Background: an optimization exercise with open tools, aiming at small area, a short achievable clock period and few clock cycles per item. Do not read the settings as production practice.
At most, simulation tests tie the RTL to the original design; equivalence was not proved.
The RTL of runs 2 and 5 was laid out without a check of its function.

File: flow/design.v
module cordi_arch
(
	input [15:0] theta,
	input bgn,
	input clk,
	input rst_b,
	output [15:0] cos,
	output fin
);
reg [15:0] x, y, z;
reg busy, first, last, fin_r;
reg e1, e2, n0;
reg xsub, xsub_n, yneg, yneg_n;
reg [3:0] hsx, lsx;
wire [3:0] ln = (~busy | first) ? 4'b0001 : {lsx[2:0], lsx[3]};
wire [3:0] hn = (~busy | first) ? 4'b0001 : lsx[3] ? {hsx[2:0], hsx[3]} : hsx;
wire neg = z[15];
function [15:0] atan_tab;
	input [3:0] h, l;
	integer k;
	reg [15:0] a;
	begin
		atan_tab = 16'h0000;
		for (k = 3; k < 16; k = k + 1) begin
			a = (k == 3) ? 16'h07f5 : (k == 4) ? 16'h03ff : (16'h4000 >> k);
			if (h[(k - 3) / 4] & l[(k - 3) % 4]) atan_tab = atan_tab | a;
		end
	end
endfunction
wire [15:0] atan = first ? (e1 ? (e2 ? 16'h04ea : 16'h2446) : (e2 ? 16'h4042 : 16'h5f9e)) :
                   atan_tab(hsx, lsx);
function [15:0] ash;
	input [15:0] v;
	input [3:0] h, l;
	reg [15:0] m;
	integer j;
	begin
		for (j = 0; j < 16; j = j + 1)
			m[j] = (h[0] & v[j+3 > 15 ? 15 : j+3]) | (h[1] & v[j+7 > 15 ? 15 : j+7]) |
			       (h[2] & v[j+11 > 15 ? 15 : j+11]) | (h[3] & v[15]);
		for (j = 0; j < 16; j = j + 1)
			ash[j] = (l[0] & m[j]) | (l[1] & m[j+1 > 15 ? 15 : j+1]) |
			         (l[2] & m[j+2 > 15 ? 15 : j+2]) | (l[3] & m[j+3 > 15 ? 15 : j+3]);
	end
endfunction
wire [15:0] ysc = ash(y ^ {{8{~xsub_n}}, {8{xsub}}}, hsx, lsx);
wire [15:0] xsc = ash(x ^ {{8{~yneg_n}}, {8{yneg}}}, hsx, lsx);
wire ysgn = y[15] ^ ~xsub_n;
wire xsgn = x[15] ^ ~yneg_n;
wire [16:0] x_sum = {x, 1'b1} + {{4{ysgn}}, ysc[11:0], xsub};
wire [16:0] y_sum = {y, 1'b1} + {{4{xsgn}}, xsc[11:0], yneg};
wire [16:0] z_sum = {z, 1'b1} + {atan ^ {16{~neg}}, ~neg};
wire [15:0] x_add = x_sum[16:1];
wire [15:0] y_add = y_sum[16:1];
wire [15:0] z_add = z_sum[16:1];
wire [15:0] z_nxt = busy ? z_add : theta;
wire busy_nxt = busy ? ~last : bgn;
reg [15:0] x3, y3;
always @(*)
	case ({n0, e1 ^ n0, e2 ^ n0})
	3'b000: begin x3 = 16'd1245;  y3 = 16'd16166;   end
	3'b001: begin x3 = 16'd8705;  y3 = 16'd13680;   end
	3'b010: begin x3 = 16'd13680; y3 = 16'd8705;    end
	3'b011: begin x3 = 16'd16166; y3 = 16'd1245;    end
	3'b100: begin x3 = 16'd16168; y3 = -16'sd1244;  end
	3'b101: begin x3 = 16'd13680; y3 = -16'sd8706;  end
	3'b110: begin x3 = 16'd8705;  y3 = -16'sd13680; end
	default: begin x3 = 16'd1243; y3 = -16'sd16166; end
	endcase
function lt15;
	input [14:0] t, c;
	reg eq;
	integer k;
	begin
		lt15 = 1'b0;
		eq = 1'b1;
		for (k = 14; k >= 0; k = k - 1) begin
			lt15 = lt15 | (eq & c[k] & ~t[k]);
			eq = eq & ~(c[k] ^ t[k]);
		end
	end
endfunction
wire [14:0] t = theta[14:0];
wire n1_nxt = theta[15] ? lt15(t, 15'h4dbc) : lt15(t, 15'h3244);
wire n2_a = theta[15] ? lt15(t, 15'h3010) : lt15(t, 15'h1498);
wire n2_b = theta[15] ? lt15(t, 15'h6b68) : lt15(t, 15'h4ff0);
wire n2_nxt = n1_nxt ? n2_a : n2_b;
always @(posedge clk) begin
	x <= first ? x3 : x_add;
	y <= first ? y3 : ((busy & ~last) ? y_add : 16'h0000);
	z <= z_nxt;
	xsub <= ~z_nxt[15] & busy_nxt;
	xsub_n <= z_nxt[15] | ~busy_nxt;
	yneg <= z_nxt[15] & busy_nxt;
	yneg_n <= ~z_nxt[15] | ~busy_nxt;
	e1 <= n1_nxt ^ theta[15];
	e2 <= n2_nxt ^ theta[15];
	n0 <= theta[15];
	hsx <= hn; lsx <= ln;
	first <= bgn & ~busy;
	last <= busy & hsx[2] & lsx[3];
end
always @(posedge clk or negedge rst_b) begin
	if (!rst_b) begin
		busy <= 1'b0;
		fin_r <= 1'b0;
	end else begin
		busy <= busy_nxt;
		fin_r <= busy & last;
	end
end
assign cos = x;
assign fin = fin_r;
endmodule
File: flow/flow/run.sh
#!/bin/bash
# Standard ORFS layout, with buf_2 port buffers and repair_timing aiming for a
# larger setup margin (on the worst path only: TNS_END_PERCENT 0 in config.mk).
set -euo pipefail
bash standard.sh "BUFFER_PORTS_ARGS=-buffer_cell sky130_fd_sc_hd__buf_2" SETUP_SLACK_MARGIN=6.85 finish > standard_flow.log 2>&1
File: flow/standard.sh
#!/bin/bash
# synth_recipe.tcl (not shown) runs the flow's synth.tcl, then flattens the netlist and writes it again
# the make line also repeats each setting of config.mk as NAME=value (left out here)
make -C /OpenROAD-flow-scripts/flow DESIGN_CONFIG=/design/flow/config.mk WORK_HOME=/design/flow/orfs CLKGATE_MAP_FILE= SYNTH_SCRIPT=/design/flow/synth_recipe.tcl "${@:-finish}"
File: flow/config.mk
export PLATFORM = sky130hd
export DESIGN_NAME = cordi_arch
export DESIGN_NICKNAME = cordi_arch
export VERILOG_FILES = /design/flow/design.v
export SDC_FILE = /design/flow/constraint.sdc
export NUM_CORES = 4
export LEC_CHECK = 0
export ABC_AREA = 1
export CAP_MARGIN = 20
export CORE_MARGIN = 2
export CORE_UTILIZATION = 40
export CTS_BUF_LIST = sky130_fd_sc_hd__clkbuf_8
export CTS_CLUSTER_SIZE = 30
export GPL_TIMING_DRIVEN = 0
export SLEW_MARGIN = 20
export TNS_END_PERCENT = 0
File: flow/constraint.sdc
create_clock -name core_clock -period 10.0 [get_ports {clk}]
set_input_delay 2.0000 -clock core_clock [delete_from_list [all_inputs] [get_ports {clk}]]
set_output_delay 2.0000 -clock core_clock [all_outputs]
set_load 0.01 [all_outputs]
==> impl_metrics.csv, run 1 <==
group,metric,value,unit
logic_synthesis,ys.warnings.count,1,
placement,pre_cts_ws,6801,ps
placement,globalplace.congestion,1.021,
floorplanning,die_w,129.6,µm
logic_synthesis,synth_top_family_by_area,"simple AND/OR/NAND/NOR gates",
min_path,hold_class,"reg2reg",
detailed_routing,first_iter_violations,669,
clock_tree,cts_root_buf,"clkbuf_8",
final_layout,drive_gt1_share,12.03,%
final_layout,fin_cells,1267,
global_routing,grt_pass1_vias,6217,
floorplanning,boundaryPins,36,
detailed_routing,firstDrtPassIters,7,
detailed_routing,avgViaCountPerCell,5.391,
clock_tree,cts_tree,"yes",
logic_synthesis,synthMuxAreaShare,0,%
floorplanning,coreArea,0.01531,mm²
logic_synthesis,ys_seq_area_share,21.41,%
setup_path,crit_path_end_kind,"flip-flop",
flow_run,cap_violations,0,
setup_path,startpoint,"hsx[0]",
setup_path,critPathArrivalTime,3300,ps
floorplanning,die_h,129.6,µm
setup_path,cp.required,10260,ps
logic_synthesis,yosys.area_share.simple,32.14,%
setup_path,r2r_slack,6960,ps
clock_tree,clock_sinks,67,
global_routing,grt_antenna_before_repair,0,
global_routing,grt_start_max_net_pins,14,
sta,timing.final.ws_setup,6964,ps
sta,final-hold-violation-count,0,
logic_synthesis,synth.ff_latch_count,67,
sta,min_period,3036,ps
placement,placed_cells,1251,
logic_synthesis,ys_top_cells_by_count,"nand2_1, o21ai_0, a21oi_1",
setup_path,rr_startpoint,"hsx[0]",
logic_synthesis,synthAdderAreaFrac,10.75,%
sta,max_slew_margin,56.24,%
detailed_routing,wl_per_cell,16.30,µm
sta,tightest_slew,656.5,ps
logic_synthesis,syn_nets,1077,
logic_synthesis,synth_most_common_cell,"nand2_1",
logic_synthesis,synth_top_area_cell,"dfxtp_1",
logic_synthesis,yosys.cell_types.count,53,
final_layout,syn_to_final_growth,11.97,%
logic_synthesis,synth-xor-area-share,5.274,%
clock_tree,clk_path_buf_depth,2,
clock_tree,cts_buffers,9,
logic_synthesis,syn-cell-area,0.006311,mm²
logic_synthesis,synth-edff-count,0,
setup_path,start_kind,"flip-flop",
logic_synthesis,syn_area_per_cell,6.280,µm²
floorplanning,dieArea,0.01680,mm²
placement,post_dp_cell_area,0.006750,mm²
sta,max_freq,329.4,MHz
sta,slew_viol_final,0,
global_routing,gr-total-overflow,0,
setup_path,crit_fanout,10,
setup_path,r2r_cells,15,
sta,finClkSkew,12.94,ps
logic_synthesis,synthCells,1005,
logic_synthesis,synth-compound-area-share,22.22,%
final_layout,final_util,46.14,%
detailed_routing,vias,6830,
placement,dpl.hpwl,16380,µm
setup_path,rr_endpoint,"x[7]",
sta,post-route-period-util,30.36,%
clock_tree,insertion_delay,390,ps
logic_synthesis,synth_top_area_share,20.62,%
global_routing,grt_usage,25.16,%
final_layout,fin_nets,1123,
detailed_routing,finalWirelength,20660,µm
detailed_routing,antenna_left,0,
clock_tree,post-cts-setup-buffers,0,
sta,finalSetupTns,0,ps
setup_path,worstSetupPathType,"reg2reg",
detailed_routing,drc,0,
setup_path,crit_end,"x[7]",
logic_synthesis,synth_area_leaders,"dfxtp_1, nand2_1, ha_1",
floorplanning,start_util,41.21,%
clock_tree,htree_levels,3,
floorplanning,placementRows,45,
final_layout,antennaDiodeCount,0,
run_status,status,"no timing/DRC/antenna violations",
global_routing,grt_pass1_wl,32730,µm
final_layout,design_area,0.007067,mm²
logic_synthesis,async_flop_share,2.985,%
logic_synthesis,ys.flop_type,"dfxtp_1",
sta,rsz0062_at_grt,"true",
clock_tree,clk_pin_slew,90,ps
placement,io_buffers,35,
sta,setup-violations-final,0,
## area by class of cell
type	instances	area (µm²)
multi-input combinational	810	4517
clock inverter	7	101.3
buffer	28	151.4
tap	211	264.0
inverter	100	382.9
timing repair buffer	35	175.2
clock buffer	9	123.9
sequential	67	1351
fill	1683	8248
## logic make-up (layout without fill, tap and decap cells)
group,Yosys count,count (layout)
xor gates and xnor gates,38,38
AOI/OAI and AO/OA,246,246
buffers and inverters,128,179
and+or+nand+nor,473,473
adders and majority gates,53,53
DFF,67,67
## metal layers
metal	GRT usage (%)	share of wire (%)	wire length [µm]
met3	3.675	5.4	1124
met4	9.488	2.5	524
met5	0	0	0
met2	41.58	47	9689
met1	33.23	45	9319
## flip-flops by register name (all words and copies together) (netlist names)
name	cells
first	1
xsub	1
fin_r	1
x	16
busy	1
yneg	1
e1	1
y	16
n0	1
last	1
lsx	4
z	16
hsx	4
e2	1
yneg_n	1
xsub_n	1
## worst max-delay path: stages (launching register included)
cell and delay, ps:
dfxtp_1 310, buf_4 170, inv_2 140, buf_4 220, nor2_1 90, nor3_2 180
inv_1 110, a22oi_1 180, nand3_1 110, ha_1 340, a21oi_1 250, nand2_2 120
a21boi_2 250, o21ai_2 110, o21ai_0 220, o21ai_0 120
## how the worst min path moves through the flow
stage / from / to / slack [ps] / cells after the start
finish: last / fin_r / 480 / 2
detailed placement: hsx[3] / hsx[0] / 490 / 2
floorplan: last / fin_r / 460 / 2
global route: last / fin_r / 530 / 2
global placement: hsx[3] / hsx[0] / 490 / 2
CTS: last / fin_r / 500 / 2
## placed cells by master (no fill, tap or decap), types with 12 or more instances in the layout
master,netlist,layout
nand2_1,268,267
inv_2,12,12
nand3_1,65,64
nor2_1,82,80
inv_1,85,85
buf_2,9,42
ha_1,51,50
xnor2_1,12,12
nand2_2,14,15
dfxtp_1,65,65
o21ai_0,90,90
a21oi_1,87,81
o211ai_1,16,16
xor2_1,26,24
## repair_timing
action                     in CTS  in global routing
hold endpoints to repair        0                  0
pin swaps                       0                  1
gates cloned                    0                  0
hold buffers                    0                  0
gates resized for setup         1                 25
setup endpoints to repair      12                 37
## through the flow
step,hold WS [ps]
5_1_grt,527.7
3_5_place_dp,490.1
6_report,483.3
3_3_place_gp,486.6
2_1_floorplan,458.7
4_1_cts,498.8
Testbench counts, summed over its fixed seeds: cycles 32,768, items 2,048.
==> inputs of run 2 (changes only) <==
--- a/flow/design.v
+++ b/flow/design.v
@@ -12,3 +12,3 @@
 reg e1, e2, n0;
-reg xsub, xsub_n, yneg, yneg_n;
+reg xsub, yneg;
 reg [3:0] hsx, lsx;
@@ -45,6 +45,6 @@
 endfunction
-wire [15:0] ysc = ash(y ^ {{8{~xsub_n}}, {8{xsub}}}, hsx, lsx);
-wire [15:0] xsc = ash(x ^ {{8{~yneg_n}}, {8{yneg}}}, hsx, lsx);
-wire ysgn = y[15] ^ ~xsub_n;
-wire xsgn = x[15] ^ ~yneg_n;
+wire [15:0] ysc = ash(y ^ {16{xsub}}, hsx, lsx);
+wire [15:0] xsc = ash(x ^ {16{yneg}}, hsx, lsx);
+wire ysgn = y[15] ^ xsub;
+wire xsgn = x[15] ^ yneg;
 wire [16:0] x_sum = {x, 1'b1} + {{4{ysgn}}, ysc[11:0], xsub};
@@ -92,5 +92,3 @@
 	xsub <= ~z_nxt[15] & busy_nxt;
-	xsub_n <= z_nxt[15] | ~busy_nxt;
 	yneg <= z_nxt[15] & busy_nxt;
-	yneg_n <= ~z_nxt[15] | ~busy_nxt;
 	e1 <= n1_nxt ^ theta[15];
==> flow/flow/run.sh (replaced) <==
#!/bin/bash
# Standard ORFS layout, with buf_2 port buffers and repair_timing aiming for a
# larger setup margin (on the worst path only: TNS_END_PERCENT 0 in config.mk).
set -euo pipefail
bash standard.sh "BUFFER_PORTS_ARGS=-buffer_cell sky130_fd_sc_hd__buf_2" SETUP_SLACK_MARGIN=6.9 finish > standard_flow.log 2>&1
==> impl_metrics.csv, run 2 <==
group,metric,value,unit
logic_synthesis,async_flop_share,3.077,%
global_routing,grt_pass1_wl,32150,µm
placement,dpl.hpwl,15970,µm
logic_synthesis,yosys.cell_types.count,55,
sta,max_slew_margin,59.66,%
logic_synthesis,ys.flop_type,"dfxtp_1",
sta,finClkSkew,13.01,ps
floorplanning,start_util,41.08,%
detailed_routing,antenna_left,0,
global_routing,top_usage_layer,"met2",
logic_synthesis,synth_top_area_cell,"dfxtp_1",
setup_path,crit_chain,"buf_2",
logic_synthesis,ys.warnings.count,1,
clock_tree,clk_path_buf_depth,2,
min_path,hold_class,"reg2reg",
final_layout,final_cell_mix,"nand2_1, inv_1, o21ai_0, nor2_1, a21oi_1",
setup_path,worstSetupPathType,"reg2out",
clock_tree,htree_levels,3,
setup_path,path_buf_inv,1,
final_layout,reg.largest.list,"x (16), y (16), z (16)",
sta,slew_viol_final,0,
logic_synthesis,ys_top_cells_by_count,"nand2_1, o21ai_0, a21oi_1",
global_routing,grt_usage,24.76,%
global_routing,grt_antenna_before_repair,0,
setup_path,crit_fanout,3,
min_path,min-delay-start,"lsx[3]",
final_layout,final_common_cell,"nand2_1",
clock_tree,cts_buffers,9,
global_routing,grt_use_met3,3.493,%
flow_run,cap_violations,0,
logic_synthesis,syn_area_per_cell,6.270,µm²
logic_synthesis,synth_most_common_cell,"nand2_1",
logic_synthesis,synth_top_area_share,20.20,%
final_layout,antennaDiodeCount,0,
global_routing,gr-usage-met2,40.12,%
logic_synthesis,synth.ff_latch_count,65,
sta,finalSetupTns,0,ps
setup_path,critPathArrivalTime,1010,ps
detailed_routing,avgViaCountPerCell,5.484,
sta,setup-violations-final,0,
clock_tree,clk_pin_slew,80,ps
min_path,hold_depth,2,
floorplanning,die_w,128.9,µm
detailed_routing,wl_per_cell,16.38,µm
floorplanning,die_h,128.9,µm
logic_synthesis,syn_nets,1068,
detailed_routing,drc,0,
logic_synthesis,ys_seq_area_share,21.00,%
floorplanning,dieArea,0.01663,mm²
global_routing,grt_pass1_vias,6253,
placement,io_buffers,35,
placement,globalplace.congestion,0.9407,
setup_path,crit_path_end_kind,"output pin",
clock_tree,clock_sinks,65,
detailed_routing,first_iter_violations,680,
clock_tree,insertion_delay,370,ps
floorplanning,boundaryPins,36,
detailed_routing,firstDrtPassIters,5,
global_routing,gr-usage-met1,34.42,%
detailed_routing,vias,6860,
clock_tree,cts_tree,"yes",
logic_synthesis,synth_area_leaders,"dfxtp_1, nand2_1, ha_1",
setup_path,r2r_slack,7020,ps
clock_tree,cts_root_buf,"clkbuf_8",
sta,rsz0062_at_grt,"true",
detailed_routing,finalWirelength,20490,µm
global_routing,grt_start_max_net_pins,12,
setup_path,crit_family,"flip-flops",
placement,placed_cells,1219,
setup_path,r2r_cells,18,
final_layout,nFillCells,1613,
logic_synthesis,syn-cell-area,0.006245,mm²
min_path,holdPathEnd,"last",
sta,final-hold-violation-count,0,
setup_path,rr_startpoint,"yneg",
sta,min_period,3005,ps
global_routing,gr-total-overflow,0,
run_status,status,"no timing/DRC/antenna violations",
setup_path,start_kind,"flip-flop",
final_layout,fin_nets,1130,
logic_synthesis,synthCells,996,
setup_path,critPathMaxStageDelay,450,ps
setup_path,rr_endpoint,"y[15]",
floorplanning,placementRows,45,
sta,tightest_slew,605.1,ps
setup_path,crit_path_top_delay_cell,"dfxtp_1",
final_layout,fin_cells,1251,
logic_synthesis,synth-edff-count,0,
final_layout,syn_to_final_growth,15.95,%
setup_path,crit_cells,1,
sta,max_freq,332.8,MHz
floorplanning,coreArea,0.01520,mm²
setup_path,cp.required,8000,ps
final_layout,drive_gt1_share,15.24,%
sta,post-route-period-util,30.05,%
run 2: metal layers:
layer	share of wire (%)	wire length, µm	vias up
li1	-	-	3485
met1	47	9581	3121
met2	46	9392	235
met3	5.9	1205	19
met4	1.5	312	0
met5	0	0	-
run 2: repair_timing:
action	4_1_cts	5_1_grt
setup buffers	0	15
endpoints found under the setup margin	9	37
cloned	0	1
resized for setup	1	72
hold buffers	0	0
pin swaps	0	18
run 2: cell type report:
| class | instances | area (µm²) | area share (%) |
|---|---|---|---|
| Buffer | 27 | 182.7 | 2.523 |
| Clock buffer | 11 | 151.4 | 2.091 |
| Clock inverter | 5 | 30.03 | 0.4147 |
| Inverter | 92 | 357.8 | 4.942 |
| Multi-Input combinational cell | 812 | 4674 | 64.56 |
| Sequential cell | 65 | 1316 | 18.18 |
| Tap cell | 188 | 235.2 | 3.249 |
| Timing Repair Buffer | 51 | 292.8 | 4.044 |
run 2: worst max path at each step:
stage                    from      to  slack (ps)
finish                   x[9]  cos[9]        6990
global route             xsub   x[14]        6830
CTS                      yneg    y[8]        6830
detailed placement       xsub    x[7]        6820
global placement           e2   z[13]        6830
floorplan           theta[14]      e2        7140
run 2: kinds of logic (layout without fill, tap and decap cells):
family | count (synthesis) | count (layout) | share of synthesized area [%]
AND/OR/NAND/NOR | 480 | 480 | 32.80
AO/OA/AOI/OAI | 239 | 239 | 21.70
buffers and inverters | 119 | 186 | 8.034
flip-flops | 65 | 65 | 21.00
adder cells (fa/ha/maj) | 53 | 53 | 10.86
XOR/XNOR | 40 | 40 | 5.610
run 2: per-stage QoR:
stage / setup WS (ps) / hold slack (ps) / util (%) / area [µm²]
2_1_floorplan: 7143 / 447.3 / - / 6245
3_3_place_gp: 6827 / 494.4 / 43.78 / 6655
3_5_place_dp: 6824 / 487.8 / 43.78 / 6655
4_1_cts: 6832 / 503.0 / 45.00 / 6840
5_1_grt: 6834 / 535.9 / 47.63 / 7241
6_report: 6995 / 508.7 / 47.63 / 7241
==> inputs of run 3 (changes only) <==
==> flow/design.v (replaced) <==
module cordi_arch
(
	input [15:0] theta,
	input bgn,
	input clk,
	input rst_b,
	output [15:0] cos,
	output fin
);
reg [15:0] x, y, z;
reg busy, first, last, fin_r;
reg n1;
reg xsub;
reg [3:0] hsx, lsx, hsy, lsy;
wire [3:0] ln = ~busy ? 4'b0001 : first ? 4'b0100 : {lsx[2:0], lsx[3]};
wire [3:0] hn = ~busy ? 4'b0001 : lsx[3] ? {hsx[2:0], hsx[3]} : hsx;
wire neg = z[15];
function [15:0] atan_tab;
	input [3:0] h, l;
	integer k;
	reg [15:0] a;
	begin
		atan_tab = 16'h0000;
		for (k = 2; k < 16; k = k + 1) begin
			a = (k == 2) ? 16'h0fae : (k == 3) ? 16'h07f5 : (k == 4) ? 16'h03ff : (16'h4000 >> k);
			if (h[k / 4] & l[k % 4]) atan_tab = atan_tab | a;
		end
	end
endfunction
wire [15:0] atan = first ? ((neg ^ n1) ? 16'h1498 : 16'h4ff0) : atan_tab(hsx, lsx);
function [15:0] ash;
	input [15:0] v;
	input [3:0] h, l;
	reg [15:0] m;
	integer j;
	begin
		for (j = 0; j < 16; j = j + 1)
			m[j] = (h[0] & v[j]) | (h[1] & v[j+4 > 15 ? 15 : j+4]) |
			       (h[2] & v[j+8 > 15 ? 15 : j+8]) | (h[3] & v[j+12 > 15 ? 15 : j+12]);
		for (j = 0; j < 16; j = j + 1)
			ash[j] = (l[0] & m[j]) | (l[1] & m[j+1 > 15 ? 15 : j+1]) |
			         (l[2] & m[j+2 > 15 ? 15 : j+2]) | (l[3] & m[j+3 > 15 ? 15 : j+3]);
	end
endfunction
wire [15:0] ysc = ash(y ^ {16{xsub}}, hsx, lsx);
wire [15:0] xsc = ash(x ^ {16{neg}}, ~hsy, ~lsy);
wire [16:0] x_sum = {x, 1'b1} + {ysc, xsub};
wire [16:0] y_sum = {y, 1'b1} + {xsc, neg};
wire [16:0] z_sum = {z, 1'b1} + {atan ^ {16{~neg}}, ~neg};
wire [15:0] x_add = x_sum[16:1];
wire [15:0] y_add = y_sum[16:1];
wire [15:0] z_add = z_sum[16:1];
wire [15:0] z_nxt = busy ? z_add : theta;
wire busy_nxt = busy ? ~last : bgn;
wire [15:0] x2 = neg ? (n1 ? 16'd4974 : 16'd14924) : (n1 ? 16'd14923 : 16'd4975);
wire [15:0] y2 = neg ? (n1 ? -16'sd14923 : -16'sd4975) : (n1 ? 16'd4975 : 16'd14923);
function lt15;
	input [14:0] t, c;
	reg eq;
	integer k;
	begin
		lt15 = 1'b0;
		eq = 1'b1;
		for (k = 14; k >= 0; k = k - 1) begin
			lt15 = lt15 | (eq & c[k] & ~t[k]);
			eq = eq & ~(c[k] ^ t[k]);
		end
	end
endfunction
wire n1_nxt = theta[15] ? lt15(theta[14:0], 15'h4dbc) : lt15(theta[14:0], 15'h3244);
always @(posedge clk) begin
	x <= first ? x2 : x_add;
	y <= first ? y2 : ((busy & ~last) ? y_add : 16'h0000);
	z <= z_nxt;
	xsub <= ~z_nxt[15] & busy_nxt;
	n1 <= n1_nxt;
	hsx <= hn; lsx <= ln;
	hsy <= ~hn; lsy <= ~ln;
	first <= bgn & ~busy;
	last <= busy & hsx[3] & lsx[2];
end
always @(posedge clk or negedge rst_b) begin
	if (!rst_b) begin
		busy <= 1'b0;
		fin_r <= 1'b0;
	end else begin
		busy <= busy_nxt;
		fin_r <= busy & last;
	end
end
assign cos = x;
assign fin = fin_r;
endmodule
==> flow/flow/run.sh (replaced) <==
#!/bin/bash
# Standard ORFS layout, with buf_2 port buffers and repair_timing aiming for a
# larger setup margin (on the worst path only: TNS_END_PERCENT 0 in config.mk).
set -euo pipefail
bash standard.sh "BUFFER_PORTS_ARGS=-buffer_cell sky130_fd_sc_hd__buf_2" SETUP_SLACK_MARGIN=6.7 finish > standard_flow.log 2>&1
==> impl_metrics.csv, run 3 <==
group,metric,value,unit
sta,rsz0062_at_grt,"true",
setup_path,crit_path_end_kind,"flip-flop",
logic_synthesis,synth-xor-area-share,5.576,%
detailed_routing,vias,6893,
logic_synthesis,syn_nets,1087,
detailed_routing,antenna_left,0,
setup_path,r2r_slack,6790,ps
setup_path,crit_family,"simple AND/OR/NAND/NOR gates",
floorplanning,coreArea,0.01589,mm²
run_status,status,"no timing/DRC/antenna violations",
logic_synthesis,synthCells,1019,
clock_tree,post-cts-setup-buffers,0,
logic_synthesis,ys_top_cells_by_count,"nand2_1, inv_1, nor2_1",
flow_run,cap_violations,0,
setup_path,rr_startpoint,"z[15]",
floorplanning,dieArea,0.01725,mm²
sta,max_slew_margin,52.38,%
global_routing,grt_start_max_net_pins,12,
logic_synthesis,synth-edff-count,0,
final_layout,design_area,0.007107,mm²
floorplanning,die_h,131.3,µm
logic_synthesis,syn-cell-area,0.006485,mm²
clock_tree,clock_sinks,70,
setup_path,crit_fanout,10,
global_routing,gr-total-overflow,0,
clock_tree,cts_root_buf,"clkbuf_8",
floorplanning,placementRows,46,
setup_path,crit_cells,15,
clock_tree,cts_buffers,9,
final_layout,final_util,44.74,%
min_path,hold_class,"reg2reg",
final_layout,drive_gt1_share,11.04,%
setup_path,crit_chain,"buf_4, xnor2_1, nor2_1, nor3_1, o21ai_1, a21oi_1, o211ai_1, fa_1, nand3_1, nand3_1, nand2_1, a21oi_2, o21ai_0, a21oi_1, or2_2",
logic_synthesis,synth_top_family_by_area,"simple AND/OR/NAND/NOR gates",
final_layout,fin_nets,1133,
logic_synthesis,synth.ff_latch_count,70,
logic_synthesis,synth_area_leaders,"dfxtp_1, nand2_1, ha_1",
sta,whs,469.2,ps
setup_path,start_kind,"flip-flop",
floorplanning,die_w,131.3,µm
logic_synthesis,syn_area_per_cell,6.364,µm²
sta,post-route-period-util,32.14,%
sta,final-hold-violation-count,0,
logic_synthesis,yosys.cell_types.count,56,
logic_synthesis,synth-compound-area-share,21.99,%
detailed_routing,finalWirelength,20190,µm
placement,post_dp_cell_area,0.006930,mm²
sta,max_freq,311.2,MHz
logic_synthesis,synth_top_area_cell,"dfxtp_1",
setup_path,crit_end,"y[5]",
global_routing,grt_antenna_before_repair,0,
placement,io_buffers,35,
floorplanning,boundaryPins,36,
sta,slew_viol_final,0,
global_routing,grt_pass1_vias,6339,
setup_path,cp.required,10250,ps
logic_synthesis,ys_seq_area_share,21.76,%
logic_synthesis,ys.warnings.count,1,
detailed_routing,wl_per_cell,15.71,µm
logic_synthesis,async_flop_share,2.857,%
sta,finalSetupTns,0,ps
clock_tree,insertion_delay,370,ps
floorplanning,start_util,40.82,%
detailed_routing,firstDrtPassIters,5,
placement,dpl.hpwl,16130,µm
logic_synthesis,synthMuxAreaShare,0,%
final_layout,reg.largest.list,"x (16), y (16), z (16)",
setup_path,worstSetupPathType,"reg2reg",
setup_path,crit_path_top_delay_cell,"dfxtp_2",
clock_tree,clk_path_buf_depth,2,
clock_tree,clk_pin_slew,70,ps
setup_path,critPathMaxStageDelay,510,ps
placement,globalplace.congestion,0.9360,
setup_path,critPathArrivalTime,3460,ps
sta,setup-violations-final,0,
global_routing,grt_pass1_wl,32800,µm
global_routing,grt_usage,23.58,%
detailed_routing,first_iter_violations,498,
setup_path,r2r_cells,15,
logic_synthesis,yosys.area_share.simple,32.45,%
sta,min_period,3214,ps
clock_tree,htree_levels,3,
sta,finClkSkew,12.08,ps
final_layout,final_cell_mix,"nand2_1, inv_1, nor2_1, a21oi_1, o21ai_0",
clock_tree,cts_tree,"yes",
sta,tightest_slew,714.3,ps
detailed_routing,avgViaCountPerCell,5.364,
detailed_routing,drc,0,
logic_synthesis,ys.flop_type,"dfxtp_1",
logic_synthesis,synthAdderAreaFrac,9.686,%
final_layout,syn_to_final_growth,9.589,%
final_layout,antennaDiodeCount,0,
setup_path,path_buf_inv,1,
setup_path,rr_endpoint,"y[5]",
final_layout,final_common_cell,"nand2_1",
setup_path,startpoint,"z[15]",
logic_synthesis,synth_most_common_cell,"nand2_1",
logic_synthesis,synth_top_area_share,20.99,%
## run 3: cell count changes after synthesis, moves of 7 or more
cell,change
nor2_1,+11
o211ai_1,-7
o21ai_0,-18
o2111ai_1,+7
a21oi_1,-7
xor2_1,-13
inv_1,+17
## run 3: layout make-up
cell class	instances	area, µm²
buffer	26	143.9
clock buffer	11	151.4
clock inverter	4	16.27
fill	1726	8778
inverter	109	409.1
multi-input combinational	814	4527
sequential	70	1414
tap	216	270.3
timing repair buffer	35	175.2
## run 3: per-layer routing
| metal | vias to the layer above | part of all wire, % | global-route usage [%] |
|---|---|---|---|
| met2 | 192 | 46 | 39.39 |
| li1 | 3526 | - | - |
| met4 | 0 | 1.5 | 5.918 |
| met5 | - | 0 | 0 |
| met1 | 3153 | 48 | 32.21 |
| met3 | 22 | 4.4 | 3.125 |
## run 3: repair_timing
item / in CTS / in global routing
pin swaps: 0 / 1
hold buffers: 0 / 0
gates resized for setup: 1 / 4
endpoints found under the setup margin: 9 / 21
## run 3: worst min path at each step
| stage | start | end | slack, ps | cells past startpoint |
|---|---|---|---|---|
| floorplan | last | fin_r | 410 | 2 |
| global placement | last | fin_r | 460 | 2 |
| detailed placement | last | fin_r | 460 | 2 |
| CTS | last | fin_r | 470 | 2 |
| global route | last | fin_r | 510 | 2 |
| finish | last | fin_r | 470 | 2 |
## run 3: metrics by stage
step	worst slack [ps]	cells
after global routing	6590	1285
after detailed placement	6633	1270
after floorplan	7327	1019
after CTS	6693	1285
final	6786	1285
after global placement	6637	1270
## run 3: logic make-up (layout without fill, tap and decap cells)
| logic type | count (synthesis) | after routing |
|---|---|---|
| AOI/OAI and AO/OA | 237 | 237 |
| xor gates and xnor gates | 37 | 37 |
| adders and majority gates | 49 | 49 |
| buffers and inverters | 135 | 185 |
| DFF | 70 | 70 |
| and+or+nand+nor | 491 | 491 |
## run 3: tightest hold or removal path: cells and delay by family, from the launching register on
| family | cells | cell delay (ps) |
|---|---|---|
| AND/OR/NAND/NOR | 1 | 70 |
| buffers and inverters | 1 | 30 |
| flip-flops | 1 | 340 |
Testbench counts of run 3, summed over its fixed seeds: cycles 34,816, items 2,048.
==> inputs of run 4 (changes only) <==
==> flow/flow/run.sh (replaced) <==
#!/bin/bash
# Standard ORFS layout, with buf_2 port buffers and repair_timing aiming for a
# larger setup margin (on the worst path only: TNS_END_PERCENT 0 in config.mk).
set -euo pipefail
bash standard.sh "BUFFER_PORTS_ARGS=-buffer_cell sky130_fd_sc_hd__buf_2" SETUP_SLACK_MARGIN=6.9 finish > standard_flow.log 2>&1
==> impl_metrics.csv, run 4 <==
group,metric,value,unit
logic_synthesis,synth_most_common_cell,"nand2_1",
setup_path,path_buf_inv,1,
final_layout,final_cell_mix,"nand2_1, inv_1, nor2_1, a21oi_1",
logic_synthesis,yosys.cell_types.count,56,
placement,dpl.hpwl,16130,µm
sta,timing.final.ws_setup,6931,ps
final_layout,fin_cells,1291,
logic_synthesis,syn_nets,1087,
global_routing,grt_pass1_vias,6339,
flow_run,cap_violations,0,
detailed_routing,wl_met2,9610,µm
floorplanning,boundaryPins,36,
sta,final-hold-violation-count,0,
detailed_routing,wl_met1,9754,µm
logic_synthesis,synth_top_area_cell,"dfxtp_1",
setup_path,worstSetupPathType,"reg2out",
global_routing,grt_antenna_before_repair,0,
logic_synthesis,syn-cell-area,0.006485,mm²
detailed_routing,vias,6936,
detailed_routing,routed.top_layer,"met4",
logic_synthesis,async_flop_share,2.857,%
setup_path,cp.required,8000,ps
setup_path,crit_fanout,4,
setup_path,crit_family,"flip-flops",
detailed_routing,avgViaCountPerCell,5.373,
clock_tree,clk_pin_slew,80,ps
detailed_routing,drc,0,
final_layout,drive_gt1_share,14.79,%
final_layout,fin_nets,1139,
clock_tree,cts_buffers,9,
floorplanning,placementRows,46,
logic_synthesis,ys.warnings.count,1,
min_path,hold_class,"reg2reg",
detailed_routing,dr_wl_met3,1007,µm
clock_tree,cts_hold_buf,0,
logic_synthesis,syn_area_per_cell,6.364,µm²
logic_synthesis,synth.ff_latch_count,70,
logic_synthesis,ys_top_cells_by_count,"nand2_1, inv_1, nor2_1",
run_status,status,"no timing/DRC/antenna violations",
setup_path,crit_chain,"buf_2",
logic_synthesis,ys.flop_type,"dfxtp_1",
setup_path,start_kind,"flip-flop",
sta,setup-violations-final,0,
setup_path,crit_path_end_kind,"output pin",
logic_synthesis,synth_top_area_share,20.99,%
sta,min_period,3069,ps
logic_synthesis,synthCells,1019,
logic_synthesis,synth_area_leaders,"dfxtp_1, nand2_1, ha_1",
final_layout,antennaDiodeCount,0,
clock_tree,clock_sinks,70,
sta,max_slew_margin,53.00,%
setup_path,critPathArrivalTime,1070,ps
detailed_routing,finalWirelength,20690,µm
floorplanning,die_h,131.3,µm
placement,io_buffers,35,
global_routing,grt_usage,23.58,%
clock_tree,htree_levels,3,
final_layout,nFillCells,1694,
final_layout,final_common_cell,"nand2_1",
sta,max_freq,325.8,MHz
detailed_routing,first_iter_violations,473,
logic_synthesis,synth-edff-count,0,
sta,post-route-period-util,30.69,%
global_routing,grt_pass1_wl,32780,µm
floorplanning,die_w,131.3,µm
sta,rsz0062_at_grt,"true",
global_routing,grt_start_max_net_pins,12,
placement,globalplace.congestion,0.9360,
placement,pre_cts_ws,6633,ps
floorplanning,dieArea,0.01725,mm²
sta,finalSetupTns,0,ps
sta,finClkSkew,9.766,ps
setup_path,critPathMaxStageDelay,510,ps
floorplanning,start_util,40.82,%
clock_tree,cts_root_buf,"clkbuf_8",
detailed_routing,firstDrtPassIters,5,
clock_tree,cts_tree,"yes",
logic_synthesis,ys_seq_area_share,21.76,%
global_routing,gr-total-overflow,0,
placement,placed_cells,1270,
floorplanning,coreArea,0.01589,mm²
clock_tree,clk_path_buf_depth,2,
final_layout,reg.largest.list,"x (16), y (16), z (16)",
sta,tightest_slew,705.0,ps
setup_path,crit_path_top_delay_cell,"dfxtp_1",
sta,slew_viol_final,0,
clock_tree,insertion_delay,370,ps
final_layout,syn_to_final_growth,14.88,%
detailed_routing,wl_per_cell,16.03,µm
detailed_routing,antenna_left,0,
[run 4: cell count changes in the layout (fill, tap and decap cells not counted), sizes merged]
| cell | change |
|---|---|
| buf | +6 |
[run 4: final cells by class]
type / count / area (µm²) / share of cell area (%)
inverters: 109 / 411.6 / 5.526
flip-flops and latches: 70 / 1419 / 19.05
clock buffers: 11 / 151.4 / 2.032
well taps: 216 / 270.3 / 3.628
plain buffers: 26 / 167.7 / 2.251
multi-input cells: 814 / 4793 / 64.34
clock inverters: 4 / 16.27 / 0.2183
repair buffers: 41 / 220.2 / 2.956
[run 4: metrics by stage]
step	util [%]	hold WS [ps]	area [µm²]
final	46.90	468.3	7450
after global routing	46.90	507.6	7450
after CTS	44.74	469.6	7107
after detailed placement	43.63	459.7	6930
after global placement	43.63	457.5	6930
after floorplan	-	411.0	6485
[run 4: worst paths after layout]
check                      depth (start not counted)  endpoint  slack, ps  startpoint
setup / recovery                                   1    cos[0]       6930        x[0]
hold / removal                                     2     fin_r        470        last
hold reg to reg                                    2     fin_r        470        last
setup reg to reg                                  14      y[5]       6950       z[15]
max in group asynchronous                          1      busy       8490       rst_b
min in group asynchronous                          1     fin_r       1410       rst_b
[run 4: layer usage]
metal | vias to the layer above | track usage, %
li1 | 3538 | -
met5 | - | 0
met1 | 3171 | 32.19
met4 | 0 | 5.918
met3 | 23 | 3.125
met2 | 204 | 39.39
[run 4: cells by family (layout without fill, tap and decap cells)]
kind of cell | after synthesis | in the layout | synth area share [%]
fa+ha+maj | 49 | 49 | 9.685
buf+inv | 135 | 191 | 8.528
compound gates | 237 | 237 | 22.00
flops | 70 | 70 | 21.76
xor+xnor | 37 | 37 | 5.576
simple gates | 491 | 491 | 32.45
[run 4: timing repair]
action                                  CTS  global route
gates resized for setup                   4            56
hold endpoints to repair                  0             0
buffers inserted                          0             6
endpoints found under the setup margin   21            24
pin swaps                                 0            15
==> inputs of run 5 (changes only) <==
--- a/flow/design.v
+++ b/flow/design.v
@@ -13,3 +13,3 @@
 reg xsub;
-reg [3:0] hsx, lsx, hsy, lsy;
+reg [3:0] hsx, lsx;
 wire [3:0] ln = ~busy ? 4'b0001 : first ? 4'b0100 : {lsx[2:0], lsx[3]};
@@ -45,3 +45,3 @@
 wire [15:0] ysc = ash(y ^ {16{xsub}}, hsx, lsx);
-wire [15:0] xsc = ash(x ^ {16{neg}}, ~hsy, ~lsy);
+wire [15:0] xsc = ash(x ^ {16{neg}}, hsx, lsx);
 wire [16:0] x_sum = {x, 1'b1} + {ysc, xsub};
@@ -77,3 +77,2 @@
 	hsx <= hn; lsx <= ln;
-	hsy <= ~hn; lsy <= ~ln;
 	first <= bgn & ~busy;
==> impl_metrics.csv, run 5 <==
group,metric,value,unit
run_status,status,"no timing/DRC/antenna violations",
final_layout,final_common_cell,"nand2_1",
sta,finClkSkew,11.27,ps
setup_path,r2r_cells,15,
setup_path,cp.required,10260,ps
global_routing,grt_antenna_before_repair,0,
clock_tree,cts_tree,"yes",
sta,min_period,3075,ps
detailed_routing,firstDrtPassIters,5,
global_routing,gr-total-overflow,0,
detailed_routing,avgViaCountPerCell,5.397,
logic_synthesis,ys.flop_type,"dfxtp_1",
clock_tree,cts_buffers,9,
final_layout,syn_to_final_growth,17.84,%
final_layout,antennaDiodeCount,0,
min_path,hold_class,"reg2reg",
placement,post_dp_cell_area,0.006765,mm²
clock_tree,insertion_delay,380,ps
logic_synthesis,synthCells,1011,
clock_tree,clk_path_buf_depth,2,
final_layout,seqCellArea,0.001261,mm²
logic_synthesis,ys.warnings.count,1,
logic_synthesis,yosys.cell_types.count,56,
logic_synthesis,synth_most_common_cell,"nand2_1",
detailed_routing,drc,0,
clock_tree,cts_root_buf,"clkbuf_8",
global_routing,grt_pass1_vias,6430,
logic_synthesis,synth_top_area_cell,"dfxtp_1",
logic_synthesis,ys_seq_area_share,19.78,%
placement,dpl.hpwl,16640,µm
floorplanning,dieArea,0.01684,mm²
sta,rsz0062_at_grt,"true",
setup_path,crit_path_end_kind,"flip-flop",
placement,globalplace.congestion,0.9632,
sta,post-route-period-util,30.75,%
placement,placed_cells,1257,
logic_synthesis,synth.ff_latch_count,62,
sta,setup-violations-final,0,
floorplanning,die_w,129.8,µm
final_layout,multi_input_area,0.004855,mm²
flow_run,cap_violations,0,
setup_path,r2r_slack,6930,ps
logic_synthesis,synth-edff-count,0,
final_layout,nFillCells,1673,
floorplanning,start_util,41.31,%
floorplanning,boundaryPins,36,
detailed_routing,finalWirelength,21360,µm
logic_synthesis,ys_top_cells_by_count,"nand2_1, nor2_1, a21oi_1, inv_1, o21ai_0",
setup_path,startpoint,"z[15]",
setup_path,critPathArrivalTime,3330,ps
logic_synthesis,syn_area_per_cell,6.257,µm²
sta,max_slew_margin,54.75,%
sta,final-hold-violation-count,0,
detailed_routing,vias,6924,
sta,tightest_slew,678.7,ps
global_routing,grt_pass1_wl,33800,µm
setup_path,worstSetupPathType,"reg2reg",
final_layout,design_area,0.007455,mm²
floorplanning,die_h,129.8,µm
detailed_routing,first_iter_violations,547,
setup_path,crit_end,"y[5]",
global_routing,grt_start_max_net_pins,12,
placement,io_buffers,35,
logic_synthesis,syn_nets,1079,
sta,finalSetupTns,0,ps
final_layout,reg.largest.list,"x (16), y (16), z (16)",
setup_path,start_kind,"flip-flop",
sta,max_freq,325.2,MHz
final_layout,drive_gt1_share,17.54,%
logic_synthesis,syn-cell-area,0.006326,mm²
sta,slew_viol_final,0,
setup_path,crit_fanout,11,
clock_tree,htree_levels,3,
logic_synthesis,async_flop_share,3.226,%
setup_path,rr_startpoint,"z[15]",
global_routing,grt_usage,26.10,%
logic_synthesis,synth_area_leaders,"dfxtp_1, nand2_1, ha_1",
detailed_routing,antenna_left,0,
final_layout,fin_nets,1135,
clock_tree,clock_sinks,62,
setup_path,rr_endpoint,"y[5]",
floorplanning,coreArea,0.01531,mm²
floorplanning,placementRows,45,
clock_tree,clk_pin_slew,80,ps
detailed_routing,wl_per_cell,16.65,µm
final_layout,final_cell_mix,"nand2_1, nor2_1, inv_1, o21ai_0, a21oi_1",
logic_synthesis,synth_top_area_share,18.99,%
final_layout,fin_cells,1283,
[run 5: changes by cell type after synthesis, moves of 6 or more]
cell / before / now
dfxtp_1: 68 / 60
inv_1: 97 / 80
nand2_1: 273 / 291
o21ai_1: 11 / 5
nand3_1: 67 / 61
o21ai_0: 69 / 80
[run 5: logic make-up after synthesis]
kind of cell,count (synthesis),synth area share [%]
buf+inv,126,8.663
compound gates,230,21.18
simple gates,506,34.41
fa+ha+maj,49,9.929
flops,62,19.78
xor+xnor,38,6.032
[run 5: per-stage QoR]
step | hold slack, ps | utilization, % | worst slack, ps
floorplan | 419.4 | - | 7302
global placement | 450.0 | 44.17 | 6717
detailed placement | 451.2 | 44.17 | 6700
CTS | 462.4 | 45.83 | 6836
global route | 483.9 | 48.68 | 6788
finish | 456.2 | 48.68 | 6925
[run 5: area by class of cell]
class	instances	area share [%]
multi-input combinational	823	65.12
sequential	62	16.92
inverter	92	4.632
timing repair buffer	45	3.592
tap	211	3.541
buffer	34	3.323
clock buffer	9	1.662
clock inverter	7	1.208
[run 5: routing by layer]
metal	wire (µm)	part of all wire, %	GRT usage (%)	vias up
met1	9276	43	34.72	3142
met2	10070	47	42.62	232
met5	0	0	0	-
met4	745	3.5	10.37	0
li1	-	-	-	3500
met3	1265	5.9	3.895	50
[run 5: what timing repair did]
| item | in CTS | in global routing |
|---|---|---|
| resized for setup | 9 | 83 |
| pin swaps | 1 | 22 |
| gates cloned | 0 | 1 |
| endpoints found under the setup margin | 21 | 33 |
| hold buffers | 0 | 0 |
| buffers inserted | 1 | 8 |
[run 5: worst min-delay path by stage]
stage,from,end,cells after the start
global placement,last,fin_r,2
floorplan,last,fin_r,2
CTS,last,fin_r,2
global route,last,fin_r,2
detailed placement,last,fin_r,2
finish,last,fin_r,2
[run 5: worst max-delay path: stages, from the launching register on]
cell	delay (ps)
dfxtp_4	370
buf_12	150
or2_2	310
nand2_2	110
o211ai_1	130
nor2_1	200
nor2_1	80
a21oi_2	100
o211ai_1	150
ha_1	450
nand3_2	120
nand3_4	120
nand2_4	60
a21oi_4	230
a21oi_1	90
or2_2	270

==> separate check: timing with driven ports <==
In the flow no input, the clock included, has a driving cell. The finished layouts below were timed again as built, in two steps. Step 1 assumes that a clkbuf_16 drives the clock port and a buf_2 every other input. Step 2 times the ports against the registers' clock, not the clock port: input delays grow and output delays shrink by t, the midpoint of the rising clock arrivals with the driver on. a / b / c = no drivers / after step 1 / after step 2; a / b = the first two.
run | t (ns) | setup slack, ns | worst hold slack (ns) | latest minus earliest clock arrival (ns) | worst data-port slew with drivers (ns)
run 1 | 0.419 | 6.964 / 6.956 / 6.867 | 0.483 / 0.483 / 0.483 | 0.012 / 0.013 | 0.04
run 2 | 0.403 | 6.995 / 6.959 / 6.863 | 0.509 / 0.509 / 0.509 | 0.013 / 0.013 | 0.03
run 3 | 0.402 | 6.786 / 6.786 / 6.786 | 0.469 / 0.469 / 0.469 | 0.012 / 0.012 | 0.03
run 4 | 0.400 | 6.931 / 6.893 / 6.951 | 0.468 / 0.468 / 0.468 | 0.010 / 0.010 | 0.03
run 5 | 0.410 | 6.925 / 6.925 / 6.925 | 0.456 / 0.456 / 0.456 | 0.013 / 0.013 | 0.03
After both steps every run listed still meets setup and hold. The setup slack of run 2, which loses most, moves by -0.036 ns with the drivers and by -0.132 ns with both steps.
